Source: an optimization exercise on an open RTL-to-GDS flow (aim: small area, a short achievable clock period and few clock cycles per item). Production flows keep margins and buffers that such runs may drop. In this exercise RTL edits were held to simulation tests only and were not proved equivalent to the original.

Setup of run 1:
## gcd
module gcd (
    input  logic        clk_i,
    input  logic        rst_i,
    input  logic        start_i,
    input  logic [31:0] a_i,
    input  logic [31:0] b_i,
    output logic        busy_o,
    output logic        valid_o,
    output logic [31:0] result_o
);
Size: about 890 cells after synthesis, roughly 70 flip-flops.
make LEC_CHECK=0 CAP_MARGIN=20 CORE_MARGIN=2 CORE_UTILIZATION=40 PLACE_DENSITY=0.6 SETUP_SLACK_MARGIN=3.0 SLEW_MARGIN=20 finish   # period 6.0 ns
run.sh (not shown) runs the stock make flow with config.mk's settings and CLKGATE_MAP_FILE= SYNTH_SCRIPT=/design/flow/synth_recipe.tcl, a recipe that flattens the netlist after the stock synthesis.
Testbench counts of run 1, summed over its fixed seeds: cycles 57,461, items 2,400.
Here is what was changed in the inputs of run 2 compared with run 1.
# run 1
export LEC_CHECK = 0
export CAP_MARGIN = 20
export CORE_MARGIN = 2
export CORE_UTILIZATION = 40
export PLACE_DENSITY = 0.6
export SETUP_SLACK_MARGIN = 3.0
export SLEW_MARGIN = 20
create_clock -name core_clock -period 6.0 [get_ports {clk_i}]
# run 2
export LEC_CHECK = 0
export CAP_MARGIN = 20
export CORE_MARGIN = 2
export CORE_UTILIZATION = 40
export PLACE_DENSITY = 0.6
export SETUP_SLACK_MARGIN = 2.0
export SLEW_MARGIN = 20
create_clock -name core_clock -period 6.0 [get_ports {clk_i}]
==> flow/flow/run.sh (new file) <==
#!/bin/bash
# The standard layout (the standard.sh, unchanged synthesis), except that
# the buffer put on each input and output port is the smallest buffer cell.
set -euo pipefail
export BUFFER_PORTS_ARGS="-buffer_cell sky130_fd_sc_hd__buf_1"
bash standard.sh > standard.log 2>&1
==> flow/standard.sh (new file) <==
#!/bin/bash
# synth_recipe.tcl (not shown) runs the flow's synth.tcl, then flattens the netlist and writes it again
# the make line also repeats each setting of config.mk as NAME=value (left out here)
make -C /OpenROAD-flow-scripts/flow DESIGN_CONFIG=/design/flow/config.mk WORK_HOME=/design/flow/orfs CLKGATE_MAP_FILE= SYNTH_SCRIPT=/design/flow/synth_recipe.tcl "${@:-finish}"
removed: flow/run.sh
--- outcome ---
- Final routed wirelength across all metal layers, run 2 vs run 1: down by more than 10%
- Run 1 ended up with met5 as its highest metal layer used by the detailed router; run 2 ended up with met4.
- Cmp run 2 vs run 1: number of optimization iterations in the first detailed-route pass lower in run 2
- Looking at number of cells on the critical path, run 2 sits 5 lower than run 1 does.
- a[15] as the capture point of the worst path was reported by run 1, and valid_o by run 2.
- Run 2 against run 1: average detailed-routed wire length per instance lower.
- Per the comparison of run 2 with run 1, slew at the pin with the worst max-slew slack shrank by 0.14 ns; non-clock buffer contribution to total cell area went down.
Inputs modified between run 2 and run 3:
# run 2
export LEC_CHECK = 0
export CAP_MARGIN = 20
export CORE_MARGIN = 2
export CORE_UTILIZATION = 40
export PLACE_DENSITY = 0.6
export SETUP_SLACK_MARGIN = 2.0
export SLEW_MARGIN = 20
create_clock -name core_clock -period 6.0 [get_ports {clk_i}]
# run 3
export LEC_CHECK = 0
export CAP_MARGIN = 20
export CORE_MARGIN = 2
export CORE_UTILIZATION = 40
export PLACE_DENSITY = 0.6
export SETUP_SLACK_MARGIN = 2.5
export SLEW_MARGIN = 20
create_clock -name core_clock -period 6.0 [get_ports {clk_i}]
Results
- The smallest hold slack of run 3 and that of run 2 are within noise of each other.
- From run 2 to run 3 the numbers moved as follows: post-layout worst setup margin went up by 0.17 ns; final critical delay including setup and external delays went down by 0.17 ns; maximum operating frequency went up by 0.012 GHz.
- Summary of run 3 over run 2: wire length +2.6%, insertion delay of the later-clocked pin in the worst-skew pair ~0 delta, sequential share of layout area -2.5 points.
[inputs] run 4 vs run 3
# run 3
export LEC_CHECK = 0
export CAP_MARGIN = 20
export CORE_MARGIN = 2
export CORE_UTILIZATION = 40
export PLACE_DENSITY = 0.6
export SETUP_SLACK_MARGIN = 2.5
export SLEW_MARGIN = 20
create_clock -name core_clock -period 6.0 [get_ports {clk_i}]
# run 4
export LEC_CHECK = 0
export CAP_MARGIN = 20
export CORE_MARGIN = 2
export CORE_UTILIZATION = 60
export PLACE_DENSITY = 0.75
export SETUP_SLACK_MARGIN = 2.0
export SLEW_MARGIN = 20
create_clock -name core_clock -period 6.0 [get_ports {clk_i}]
- Run 4 can be clocked slower than run 3.
- Cell area after layout: run 4 vs run 3 down 0.0011 sq mm
- Sort run 3 and run 4 by tap cell count, ascending, and run 4 comes first.
- Changes observed in run 4 relative to run 3: sequential portion of the cell area went up by 2.7 points; worst setup slack went down by 0.25 ns; total via count after detailed routing went up by 146; worst path required time went up by 1.44 ns.
For run 5, these inputs were changed with respect to run 4:
# run 4
export LEC_CHECK = 0
export CAP_MARGIN = 20
export CORE_MARGIN = 2
export CORE_UTILIZATION = 60
export PLACE_DENSITY = 0.75
export SETUP_SLACK_MARGIN = 2.0
export SLEW_MARGIN = 20
create_clock -name core_clock -period 6.0 [get_ports {clk_i}]
# run 5
export LEC_CHECK = 0
export CAP_MARGIN = 20
export CORE_MARGIN = 2
export CORE_UTILIZATION = 40
export CTS_BUF_LIST = sky130_fd_sc_hd__clkbuf_4 sky130_fd_sc_hd__clkbuf_8
export PLACE_DENSITY = 0.6
export SETUP_SLACK_MARGIN = 2.0
export SLEW_MARGIN = 20
create_clock -name core_clock -period 6.0 [get_ports {clk_i}]
### Flow results
- Run 5 vs run 4 on total stage count of the critical path: run 5 is the lower one.
- Run 5 vs. run 4: maximum frequency picked up an extra 0.96%, placer's final routability congestion estimate lost 1.1%, wire length of the first global-routing pass neither gained nor lost much, final area neither gained nor lost much.
- Each of the runs, namely run 5 and run 4, reached the end of the flow and came out clean.
- Run 5 reports a lower actual slew at the worst max-slew pin than run 4 does.


== harbor ==
Starting RTL as in the previous note.
clock: 6.0 ns
lec_check: 0
cap_margin: 20
core_margin: 2
core_utilization: 40
place_density: 0.6
setup_slack_margin: 1.0
slew_margin: 20
standard.sh (not shown) runs the stock make flow with config.mk's settings and CLKGATE_MAP_FILE= SYNTH_SCRIPT=/design/flow/synth_recipe.tcl, a recipe that flattens the netlist after the stock synthesis.
==> flow/flow/run.sh <==
#!/bin/bash
# The standard layout (the standard.sh, unchanged synthesis), except that
# the buffer put on each input and output port is the smallest buffer cell.
set -euo pipefail
export BUFFER_PORTS_ARGS="-buffer_cell sky130_fd_sc_hd__buf_1"
bash standard.sh > standard.log 2>&1
The flow did not stop early for harbor: all stages ran, and the layout cleared the timing, design-rule and antenna checks.
Testbench counts of harbor, summed over its fixed seeds: cycles 57,461, items 2,400.
[inputs] tundra vs harbor
Settings: SETUP_SLACK_MARGIN now 3.0, was 1.0.
| vias per cell | lower: harbor |. Register share of the cell area in tundra is 4.1 points lower than in harbor. Setup WNS harbor -> tundra: better. [compare] base=harbor new=tundra: non-clock buffer count picked up an extra 104, core utilization has increased, final cycle utilization of the critical path now smaller. tundra ended with less number of gates on the worst path with buffers counted than harbor. Count of unresolved DRC violations after routing came out exactly the same in tundra and harbor.

[what the ideal ports hide]
How much do the figures lean on ideal ports? The routed layouts below were timed once more, with nothing changed but the port constraints.
Step 1: set_driving_cell puts a clkbuf_16 on clk_i and a buf_2 on each other input, an assumption about the parent block.
Step 2 adds t to the input delays and takes it off the output delays; t is the mean of the earliest and latest rising clock arrival at the registers after step 1. Input paths then give back, and output paths get back, about the clock's delay inside the block.
Slacks: ideal ports / drivers / drivers and shift; pairs: ideal ports / drivers.
run | t (ns) | setup slack, ns | latest minus earliest clock arrival (ns)
run 1 | 0.401 | 2.466 / 2.426 / 2.466 | 0.011 / 0.012
run 2 | 0.388 | 2.149 / 2.107 / 2.163 | 0.008 / 0.008
run 3 | 0.404 | 2.321 / 2.276 / 2.428 | 0.008 / 0.008
run 4 | 0.390 | 2.074 / 2.072 / 2.074 | 0.009 / 0.009
run 5 | 0.420 | 2.111 / 2.073 / 2.176 | 0.011 / 0.011
harbor | 0.403 | 1.557 / 1.557 / 1.557 | 0.007 / 0.007
tundra | 0.399 | 2.327 / 2.283 / 2.456 | 0.006 / 0.007
After both steps setup and hold are still met in every run listed.
